From an optimization exercise on the open Yosys and OpenROAD flow, aimed at small area, a short achievable clock period and few clock cycles; shortcuts taken in it are not production practice. RTL that was checked went through simulation tests only; none was proved equivalent to the original.

==> job 2059 <==
// TRIANGLE
module TRIANGLE(
    input  wire        clk,
    input  wire        rst_n,
    input  wire        in_valid,
    input  wire [7:0]  in_length,
    output reg  [15:0] out_cos,
    output reg         out_valid,
    output reg  [1:0]  out_tri
);
==> module TRIANGLE, before the edit <==
module TRIANGLE(
    input  wire        clk,
    input  wire        rst_n,
    input  wire        in_valid,
    input  wire [7:0]  in_length,
    output reg  [15:0] out_cos,
    output reg         out_valid,
    output reg  [1:0]  out_tri
);
localparam [4:0] ST_A1 = 5'd2;     
localparam [4:0] ST_A2 = 5'd3;     
localparam [4:0] ST_A3 = 5'd4;     
localparam [4:0] ST_D0 = 5'd5;     
localparam [4:0] ST_L  = 5'd17;    
localparam [4:0] ST_O0 = 5'd18;
localparam [4:0] ST_O1 = 5'd19;
reg [4:0] st;
always @(posedge clk or negedge rst_n) begin
    if (!rst_n) st <= 5'd0;
    else if (st == 5'd0) st <= in_valid ? 5'd1 : 5'd0;
    else if (st == ST_O1) st <= 5'd0;
    else st <= st + 5'd1;
end
reg f_a1, f_a2, f_a3, f_acc;
always @(posedge clk) begin
    f_a1  <= (st == ST_A1 - 5'd1);
    f_a2  <= (st == ST_A2 - 5'd1);
    f_a3  <= (st == ST_A3 - 5'd1);
    f_acc <= (st >= ST_A1 - 5'd1) && (st <= ST_A3 - 5'd1);
end
reg [7:0] la, lb, lc;
always @(posedge clk) begin
    la <= f_a2 ? la : in_length;
    lb <= f_a2 ? lc : la;
    lc <= lb;
end
reg [15:0] s;
always @(posedge clk) s <= la * la;
wire [15:0] m = la * lb;
reg [15:0] p0, p1, p2;
always @(posedge clk) begin
    if (f_a1) p2 <= m;
    if (f_a2) p0 <= m;
    if (f_a3) p1 <= m;
end
wire acc  = f_acc;
wire init = f_a1;
function [17+1+1:0] lane;    
    input [17:0] r;
    input [15:0] p;
    input        n;
    input        sub;
    input        acc;
    input        init;
    reg [18:0] a, bx, c, t;
    reg        ci, z, b;
    begin
        if (acc) begin
            a  = init ? 19'd0 : {r[17], r};
            bx = sub ? ~{3'b000, s} : {3'b000, s};
            ci = sub;
        end else begin
            a  = {r, 1'b0};
            bx = n ? {2'b00, p, 1'b0} : ~{2'b00, p, 1'b0};
            ci = ~n;
        end
        t = a + bx + {18'd0, ci};
        c = {a[17:0] | bx[17:0], ci};
        z = &(~(a ^ bx ^ c));
        b = n ? (t[18] | z) : ~t[18];
        lane = {(acc | b) ? t[17:0] : a[17:0], b, t[18]};
    end
endfunction
reg signed [17:0] r0, r1, r2;
reg [12:0]        q0, q1, q2;
reg               n0, n1, n2;
wire [19:0] x0 = lane(r0, p0, n0, f_a1, acc, init);
wire [19:0] x1 = lane(r1, p1, n1, f_a2, acc, init);
wire [19:0] x2 = lane(r2, p2, n2, f_a3, acc, init);
always @(posedge clk) begin
    r0 <= x0[19:2]; r1 <= x1[19:2]; r2 <= x2[19:2];
    q0 <= {q0[11:0], x0[1]};
    q1 <= {q1[11:0], x1[1]};
    q2 <= {q2[11:0], x2[1]};
    if (f_a3) begin
        n0 <= x0[0]; n1 <= x1[0]; n2 <= x2[0];
    end
    if (st == ST_D0)
        out_tri <= (r0 == 18'sd0 || r1 == 18'sd0 || r2 == 18'sd0) ? 2'd3 :
                   (n0 | n1 | n2) ? 2'd1 : 2'd0;
end
reg q2x;
always @(posedge clk) q2x <= q2[12];
wire [11:0] qh0 = q0[11:0];
wire        b0  = x0[1];
wire        lst = (st == ST_L);
wire        o0  = (st == ST_O0);
wire [12:0] qsel = o0 ? q1 : {q2x, q2[12:1]};
wire        nsel = o0 ? n1 : n2;
wire [15:0] negx = -{3'b0, lst ? {1'b0, qh0} : qsel};
wire [15:0] c0 = n0 ? (b0 ? {3'b111, ~qh0, 1'b1} : {negx[14:0], 1'b0})
                    : {3'b000, qh0, b0};
always @(posedge clk) begin
    out_cos <= lst ? c0 : (nsel ? negx : {3'b000, qsel});
end
always @(posedge clk or negedge rst_n) begin
    if (!rst_n) out_valid <= 1'b0;
    else out_valid <= lst | o0 | (st == ST_O1);
end
endmodule
clock: 20.0 ns
lec_check: 0
abc_area: 1
cap_margin: 20
core_margin: 2
core_utilization: 40
place_density: 0.6
slew_margin: 20
run.sh (not shown) runs the stock make flow with config.mk's settings and CLKGATE_MAP_FILE= SYNTH_SCRIPT=/design/flow/synth_recipe.tcl, a recipe that flattens the netlist after the stock synthesis.
==> job 7494: changes against job 2059 <==
==> flow/design.v (replaced) <==
module DW_div_pipe #(
    parameter a_width     = 31,
    parameter b_width     = 31,
    parameter tc_mode     = 1,
    parameter rem_mode    = 0,
    parameter num_stages  = 10,
    parameter stall_mode  = 1,
    parameter rst_mode    = 1,
    parameter op_iso_mode = 0
) (
    input                      clk,
    input                      rst_n,
    input                      en,
    input      [a_width-1:0]   a,
    input      [b_width-1:0]   b,
    output     [a_width-1:0]   quotient,
    output     [b_width-1:0]   remainder,
    output                     divide_by_0
);
localparam NS = num_stages - 1;           
localparam W  = a_width;
wire          a_neg = (tc_mode != 0) & a[a_width-1];
wire          b_neg = (tc_mode != 0) & b[b_width-1];
wire [W-1:0]       a_mag = a_neg ? (~a + 1'b1) : a;
wire [b_width-1:0] b_mag = b_neg ? (~b + 1'b1) : b;
reg [b_width:0]   r_q [0:NS-1];
reg [W-1:0]       d_q [0:NS-1];
reg [b_width-1:0] m_q [0:NS-1];
reg               n_q [0:NS-1];
genvar k;
generate
    for (k = 0; k < NS; k = k + 1) begin : g_stage
        localparam integer LO = (k * W) / NS;
        localparam integer HI = ((k + 1) * W) / NS;
        wire [b_width:0]   r_in = (k == 0) ? {(b_width+1){1'b0}} : r_q[(k == 0) ? 0 : k-1];
        wire [W-1:0]       d_in = (k == 0) ? a_mag : d_q[(k == 0) ? 0 : k-1];
        wire [b_width-1:0] m_in = (k == 0) ? b_mag : m_q[(k == 0) ? 0 : k-1];
        wire               n_in = (k == 0) ? (a_neg ^ b_neg) : n_q[(k == 0) ? 0 : k-1];
        reg  [b_width:0]   r_c;
        reg  [W-1:0]       d_c;
        integer j;
        always @(*) begin
            r_c = r_in;
            d_c = d_in;
            for (j = LO; j < HI; j = j + 1) begin
                r_c = {r_c[b_width-1:0], d_c[W-1]};
                d_c = {d_c[W-2:0], 1'b0};
                if (r_c >= {1'b0, m_in}) begin
                    r_c = r_c - {1'b0, m_in};
                    d_c[0] = 1'b1;
                end
            end
        end
        always @(posedge clk or negedge rst_n) begin
            if (!rst_n) begin
                r_q[k] <= 0;
                d_q[k] <= 0;
                m_q[k] <= 0;
                n_q[k] <= 1'b0;
            end else if (en) begin
                r_q[k] <= r_c;
                d_q[k] <= d_c;
                m_q[k] <= m_in;
                n_q[k] <= n_in;
            end
        end
    end
endgenerate
assign quotient    = n_q[NS-1] ? (~d_q[NS-1] + 1'b1) : d_q[NS-1];
assign remainder   = {b_width{1'b0}};
assign divide_by_0 = 1'b0;
endmodule
module TRIANGLE(
    input  wire        clk,
    input  wire        rst_n,
    input  wire        in_valid,
    input  wire [7:0]  in_length,
    output wire [15:0] out_cos,
    output reg         out_valid,
    output reg  [1:0]  out_tri
);
localparam [4:0] ST_D0 = 5'd5;     
localparam [4:0] ST_L0 = 5'd17;    
localparam [4:0] ST_L2 = 5'd19;    
reg [4:0] st;
always @(posedge clk or negedge rst_n) begin
    if (!rst_n) st <= 5'd0;
    else if (st == 5'd0) st <= in_valid ? 5'd1 : 5'd0;
    else if (st == ST_L2) st <= 5'd0;
    else st <= st + 5'd1;
end
reg       f_sq, f_pr, f_ini;
reg [2:0] f_acc;
always @(posedge clk) begin
    f_sq     <= (st == 5'd0) || (st == 5'd1) || (st == 5'd2);    
    f_pr     <= (st == 5'd3) || (st == 5'd4) || (st == 5'd5);    
    f_acc[0] <= (st >= 5'd1) && (st <= 5'd3);                    
    f_acc[1] <= (st >= 5'd1) && (st <= 5'd4);                    
    f_acc[2] <= (st >= 5'd1) && (st <= 5'd5);                    
    f_ini    <= (st == 5'd1);                                    
end
reg [7:0] mx, my;
reg [15:0] p0, p1, p2;
always @(posedge clk) begin
    mx <= (st <= 5'd2) ? in_length : (st == 5'd5) ? p2[7:0] : mx;
    my <= (st <= 5'd2) ? in_length : (st == 5'd3) ? p0[7:0] :
          (st == 5'd4) ? p2[7:0] : my;
end
function [15:0] mul8;
    input [7:0] x;
    input [7:0] y;
    reg [15:0] acc;
    integer i;
    begin
        acc = 16'd0;
        for (i = 0; i < 8; i = i + 1)
            acc = acc + ({8'd0, x & {8{y[i]}}} << i);
        mul8 = acc;
    end
endfunction
wire [15:0] m = mul8(mx, my);
reg [15:0] s;
always @(posedge clk) s <= f_sq ? m : 16'd0;
wire ins = (st == 5'd1) || (st == 5'd2);    
always @(posedge clk) begin
    p0 <= f_pr ? m : ins ? {8'd0, mx} : p2;
    p1 <= p0;
    p2 <= p1;
end
function [19:0] add20;
    input [19:0] x;
    input [19:0] y;
    reg [19:0] g, p, G, P;
    integer i, d;
    begin
        g = x & y; p = x ^ y;
        G = g; P = p;
        for (d = 1; d < 20; d = d * 2)
            for (i = 2 * d - 1; i < 20; i = i + 2 * d) begin
                G[i] = G[i] | (P[i] & G[i-d]);
                P[i] = P[i] & P[i-d];
            end
        for (d = 8; d >= 1; d = d / 2)
            for (i = 3 * d - 1; i < 20; i = i + 2 * d) begin
                G[i] = G[i] | (P[i] & G[i-d]);
                P[i] = P[i] & P[i-d];
            end
        add20 = p ^ {G[18:0], 1'b0};
    end
endfunction
function [18:0] lane;    
    input [17:0] r;
    input [15:0] p;
    input        sub;    
    input        acc;
    input        init;
    reg [18:0] a, bx, t;
    reg        ci, ad, c0;
    begin
        if (acc) begin
            a  = init ? 19'd0 : {r[17], r};
            bx = sub ? ~{3'b000, s} : {3'b000, s};
            ci = sub;
        end else begin
            a  = {r, 1'b0};
            ad = r[17];
            bx = ad ? {2'b00, p, 1'b0} : ~{2'b00, p, 1'b0};
            ci = ~ad;
        end
        {t, c0} = add20({a, 1'b1}, {bx, ci});    
        lane = t;
    end
endfunction
reg signed [17:0] r0, r1, r2;
reg [10:0]        q0, q1, q2;
reg               n0, n1, n2;    
reg               e0, e1, e2;    
wire [18:0] x0 = lane(r0, p0, 1'b1, f_acc[0], f_ini);
wire [18:0] x1 = lane(r1, p1, 1'b0, f_acc[1], f_ini);
wire [18:0] x2 = lane(r2, p2, 1'b0, f_acc[2], f_ini);
wire z0 = (r0 == 18'sd0);
wire z1 = (r1 == 18'sd0);
wire z2 = (r2 == 18'sd0);
wire last_acc = (st == 5'd4);
always @(posedge clk) begin
    r1 <= x0[17:0]; r2 <= x1[17:0]; r0 <= x2[17:0];
    q1 <= {q0[9:0], ~r0[17]};
    q2 <= {q1[9:0], ~r1[17]};
    q0 <= {q2[9:0], ~r2[17]};
    n1 <= last_acc ? x0[18] : n0;
    n2 <= last_acc ? x1[18] : n1;
    n0 <= last_acc ? x2[18] : n2;
    e1 <= ~f_acc[0] & (e0 | z0);
    e2 <= ~f_acc[1] & (e1 | z1);
    e0 <= ~f_acc[2] & (e2 | z2);
    if (st == ST_D0)
        out_tri <= (z0 | z1 | z2) ? 2'd3 : (n0 | n1 | n2) ? 2'd1 : 2'd0;
end
wire [11:0] qh  = {q0, ~r0[17]};
wire        b   = ~x0[18];
wire        inc = ~(e0 | z0 | (x0 == 19'd0));
wire [12:0] qp  = {1'b0, qh} + 13'd1;
wire [13:0] c   = ~n0 ? {1'b0, qh, b} :
                  (inc & b) ? {~qp[12], qp[11:0], 1'b0} : {1'b1, qh, b | inc};
reg [13:0] oc;
always @(posedge clk) oc <= c;
assign out_cos = {oc[13], oc[13], oc};
always @(posedge clk or negedge rst_n) begin
    if (!rst_n) out_valid <= 1'b0;
    else out_valid <= (st >= ST_L0) && (st <= ST_L2);
end
endmodule
==> flow/flow/run.sh (new file) <==
#!/bin/bash
# Own layout flow: the standard flow unchanged, except that the port
# buffers that buffer_ports inserts during placement are buf_2 cells rather
# than the delay buffer it picks by default.
set -euo pipefail
export BUFFER_PORTS_ARGS="-buffer_cell sky130_fd_sc_hd__buf_2"
bash standard.sh > standard_flow.log 2>&1
==> flow/standard.sh (new file) <==
#!/bin/bash
# synth_recipe.tcl (not shown) runs the flow's synth.tcl, then flattens the netlist and writes it again
# the make line also repeats each setting of config.mk as NAME=value (left out here)
make -C /OpenROAD-flow-scripts/flow DESIGN_CONFIG=/design/flow/config.mk WORK_HOME=/design/flow/orfs CLKGATE_MAP_FILE= SYNTH_SCRIPT=/design/flow/synth_recipe.tcl "${@:-finish}"
--- a/flow/config.mk
+++ b/flow/config.mk
@@ -8,6 +8,7 @@
 export ABC_AREA = 1
 export CAP_MARGIN = 20
 export CORE_MARGIN = 2
-export CORE_UTILIZATION = 40
-export PLACE_DENSITY = 0.6
+export CORE_UTILIZATION = 80
+export CTS_BUF_LIST = sky130_fd_sc_hd__clkbuf_8
+export PLACE_DENSITY = 0.88
 export SLEW_MARGIN = 20
removed: flow/run.sh
==> job 8118: changes against job 2059 <==
--- a/flow/design.v
+++ b/flow/design.v
@@ -93,12 +93,18 @@
     else if (st == ST_O1) st <= 5'd0;
     else st <= st + 5'd1;
 end
-reg f_a1, f_a2, f_a3, f_acc;
+reg f_a1, f_a2, f_a3;
+reg [2:0] f_acc, f_ini;
 always @(posedge clk) begin
     f_a1  <= (st == ST_A1 - 5'd1);
     f_a2  <= (st == ST_A2 - 5'd1);
     f_a3  <= (st == ST_A3 - 5'd1);
-    f_acc <= (st >= ST_A1 - 5'd1) && (st <= ST_A3 - 5'd1);
+    f_acc[0] <= (st >= ST_A1 - 5'd1) && (st <= ST_A3 - 5'd1);
+    f_acc[1] <= (st == 5'd1) || (st == 5'd2) || (st == 5'd3);
+    f_acc[2] <= (st[4:2] == 3'd0) && (st[1:0] != 2'd0);
+    f_ini[0] <= (st == 5'd1);
+    f_ini[1] <= (st[4:1] == 4'd0) && st[0];
+    f_ini[2] <= ~(|st[4:1]) & st[0];
 end
 reg [7:0] la, lb, lc;
 always @(posedge clk) begin
@@ -106,8 +112,20 @@
     lb <= f_a2 ? lc : la;
     lc <= lb;
 end
+function [15:0] square8;
+    input [7:0] a;
+    reg [15:0] acc;
+    integer i;
+    begin
+        acc = 16'd0;
+        for (i = 0; i < 8; i = i + 1)
+            acc = acc + (({8'd0, (a >> (i + 1)) & {8{a[i]}}} << (2 * i + 2))
+                         | ({15'd0, a[i]} << (2 * i)));
+        square8 = acc;
+    end
+endfunction
 reg [15:0] s;
-always @(posedge clk) s <= la * la;
+always @(posedge clk) s <= square8(la);
 wire [15:0] m = la * lb;
 reg [15:0] p0, p1, p2;
 always @(posedge clk) begin
@@ -115,17 +133,22 @@
     if (f_a2) p0 <= m;
     if (f_a3) p1 <= m;
 end
-wire acc  = f_acc;
-wire init = f_a1;
-function [17+1+1:0] lane;    
+function qbit;
+    input [18:0] r;
+    input        n;
+    begin
+        qbit = n ? (r[18] | (r == 19'd0)) : ~r[18];
+    end
+endfunction
+function [18:0] lane;    
     input [17:0] r;
     input [15:0] p;
     input        n;
     input        sub;
     input        acc;
     input        init;
-    reg [18:0] a, bx, c, t;
-    reg        ci, z, b;
+    reg [18:0] a, bx, t;
+    reg        ci, ad, c0;
     begin
         if (acc) begin
             a  = init ? 19'd0 : {r[17], r};
@@ -133,41 +156,42 @@
             ci = sub;
         end else begin
             a  = {r, 1'b0};
-            bx = n ? {2'b00, p, 1'b0} : ~{2'b00, p, 1'b0};
-            ci = ~n;
+            ad = ~(qbit({r[17], r}, n) ^ n);
+            bx = ad ? {2'b00, p, 1'b0} : ~{2'b00, p, 1'b0};
+            ci = ~ad;
         end
-        t = a + bx + {18'd0, ci};
-        c = {a[17:0] | bx[17:0], ci};
-        z = &(~(a ^ bx ^ c));
-        b = n ? (t[18] | z) : ~t[18];
-        lane = {(acc | b) ? t[17:0] : a[17:0], b, t[18]};
+        {t, c0} = {a, 1'b1} + {bx, ci};    
+        lane = t;
     end
 endfunction
 reg signed [17:0] r0, r1, r2;
-reg [12:0]        q0, q1, q2;
+reg [10:0]        q0;
+reg [11:0]        q1;
+reg [12:0]        q2;
 reg               n0, n1, n2;
-wire [19:0] x0 = lane(r0, p0, n0, f_a1, acc, init);
-wire [19:0] x1 = lane(r1, p1, n1, f_a2, acc, init);
-wire [19:0] x2 = lane(r2, p2, n2, f_a3, acc, init);
-always @(posedge clk) begin
-    r0 <= x0[19:2]; r1 <= x1[19:2]; r2 <= x2[19:2];
-    q0 <= {q0[11:0], x0[1]};
-    q1 <= {q1[11:0], x1[1]};
-    q2 <= {q2[11:0], x2[1]};
+wire [18:0] x0 = lane(r0, p0, n0, f_a1, f_acc[0], f_ini[0]);
+wire [18:0] x1 = lane(r1, p1, n1, f_a2, f_acc[1], f_ini[1]);
+wire [18:0] x2 = lane(r2, p2, n2, f_a3, f_acc[2], f_ini[2]);
+wire qb0 = qbit({r0[17], r0}, n0);
+wire qb1 = qbit({r1[17], r1}, n1);
+wire qb2 = qbit({r2[17], r2}, n2);
+always @(posedge clk) begin
+    r0 <= x0[17:0]; r1 <= x1[17:0]; r2 <= x2[17:0];
+    q0 <= {q0[9:0], qb0};
+    q1 <= {q1[10:0], qb1};
+    q2 <= {q2[11:0], qb2};
     if (f_a3) begin
-        n0 <= x0[0]; n1 <= x1[0]; n2 <= x2[0];
+        n0 <= x0[18]; n1 <= x1[18]; n2 <= x2[18];
     end
     if (st == ST_D0)
         out_tri <= (r0 == 18'sd0 || r1 == 18'sd0 || r2 == 18'sd0) ? 2'd3 :
                    (n0 | n1 | n2) ? 2'd1 : 2'd0;
 end
-reg q2x;
-always @(posedge clk) q2x <= q2[12];
-wire [11:0] qh0 = q0[11:0];
-wire        b0  = x0[1];
+wire [11:0] qh0 = {q0, qb0};
+wire        b0  = qbit(x0, n0);
 wire        lst = (st == ST_L);
 wire        o0  = (st == ST_O0);
-wire [12:0] qsel = o0 ? q1 : {q2x, q2[12:1]};
+wire [12:0] qsel = o0 ? {q1, qb1} : q2;
 wire        nsel = o0 ? n1 : n2;
 wire [15:0] negx = -{3'b0, lst ? {1'b0, qh0} : qsel};
 wire [15:0] c0 = n0 ? (b0 ? {3'b111, ~qh0, 1'b1} : {negx[14:0], 1'b0})
==> qor summary <==
quantity	job 2059	job 8118	job 7494
Reg-to-reg critical path startpoint	la[4]$_DFFE_PN_	la[5]$_DFFE_PN_	f_acc[0]$_DFF_P_
Number of global-route vias before repair	14300	11900	9359
Smallest setup slack after layout	14590 ps	14570 ps	14960 ps
Fraction of layout cells with a size suffix above 1	6.10%	4.29%	5.93%
Comb_multi_in	1619	1291	866
Result of the run	finished clean	finished clean	finished clean
Normalized max-slew margin	23.5%	32.5%	30.4%
# Taps	592	468	180
Met1 Usage GRT	24.5%	25.1%	51.4%
Number of detailed-routing iterations run before antenna repair	5	7	7
Cell Count Post-Placement	2905	2353	1565
Reg2reg end	p1[14]$_DFFE_PP_	p0[15]$_DFFE_PP_	oc[11]$_DFF_P_
Count of sequential standard cells	211	211	198
Worst Hold Slack	324 ps	343 ps	332 ps
Share of the final layout cell area in sequential cells	25.0%	30.2%	34.4%
Initial Util	40.7%	40.3%	82.4%
Cell count after synthesis	2381	1918	1399
Cell with the most instances after synthesis	sky130_fd_sc_hd__nand2_1	sky130_fd_sc_hd__nand2_1	sky130_fd_sc_hd__inv_1
Simple-gate share of the synthesized area	21.6%	18.6%	16.7%
Leading cell type in the layout, fill and taps excluded	sky130_fd_sc_hd__nand2_1	sky130_fd_sc_hd__nand2_1	sky130_fd_sc_hd__inv_1
Testbench counts of job 7494, summed over its fixed seeds: cycles 23,032.
Testbench counts of job 8118, summed over its fixed seeds: cycles 23,032.
Only the layout flow was run in job 2059; the RTL was not checked for function there.

==> separate check: timing with driven ports <==
Ports are ideal in the flow. The routed layouts listed here were re-timed in OpenROAD. Step 1 assumes that a clkbuf_16 drives the clock port and a buf_2 every other input. Step 2 moves the port delays by t, midway between the first and last clock arrival at a register: inputs arrive t later, outputs are due t later. That takes back most of the time a late clock gives input paths. a / b / c = ideal ports / drivers / drivers and shift; a / b = the first two.
| run | t, ns | slack for setup (ns) | worst setup path after step 2 | latest minus earliest clock arrival (ns) | worst register clock-pin slew, ns |
|---|---|---|---|---|---|
| job 2059 | 0.605 | 14.595 / 14.542 / 15.147 | register to output | 0.023 / 0.024 | 0.07 / 0.07 |
| job 7494 | 0.536 | 14.960 / 14.917 / 15.052 | register to register | 0.019 / 0.019 | 0.12 / 0.12 |
| job 8118 | 0.585 | 14.571 / 14.520 / 14.924 | register to register | 0.034 / 0.034 | 0.06 / 0.06 |
After both steps setup and hold are still met in every run listed.
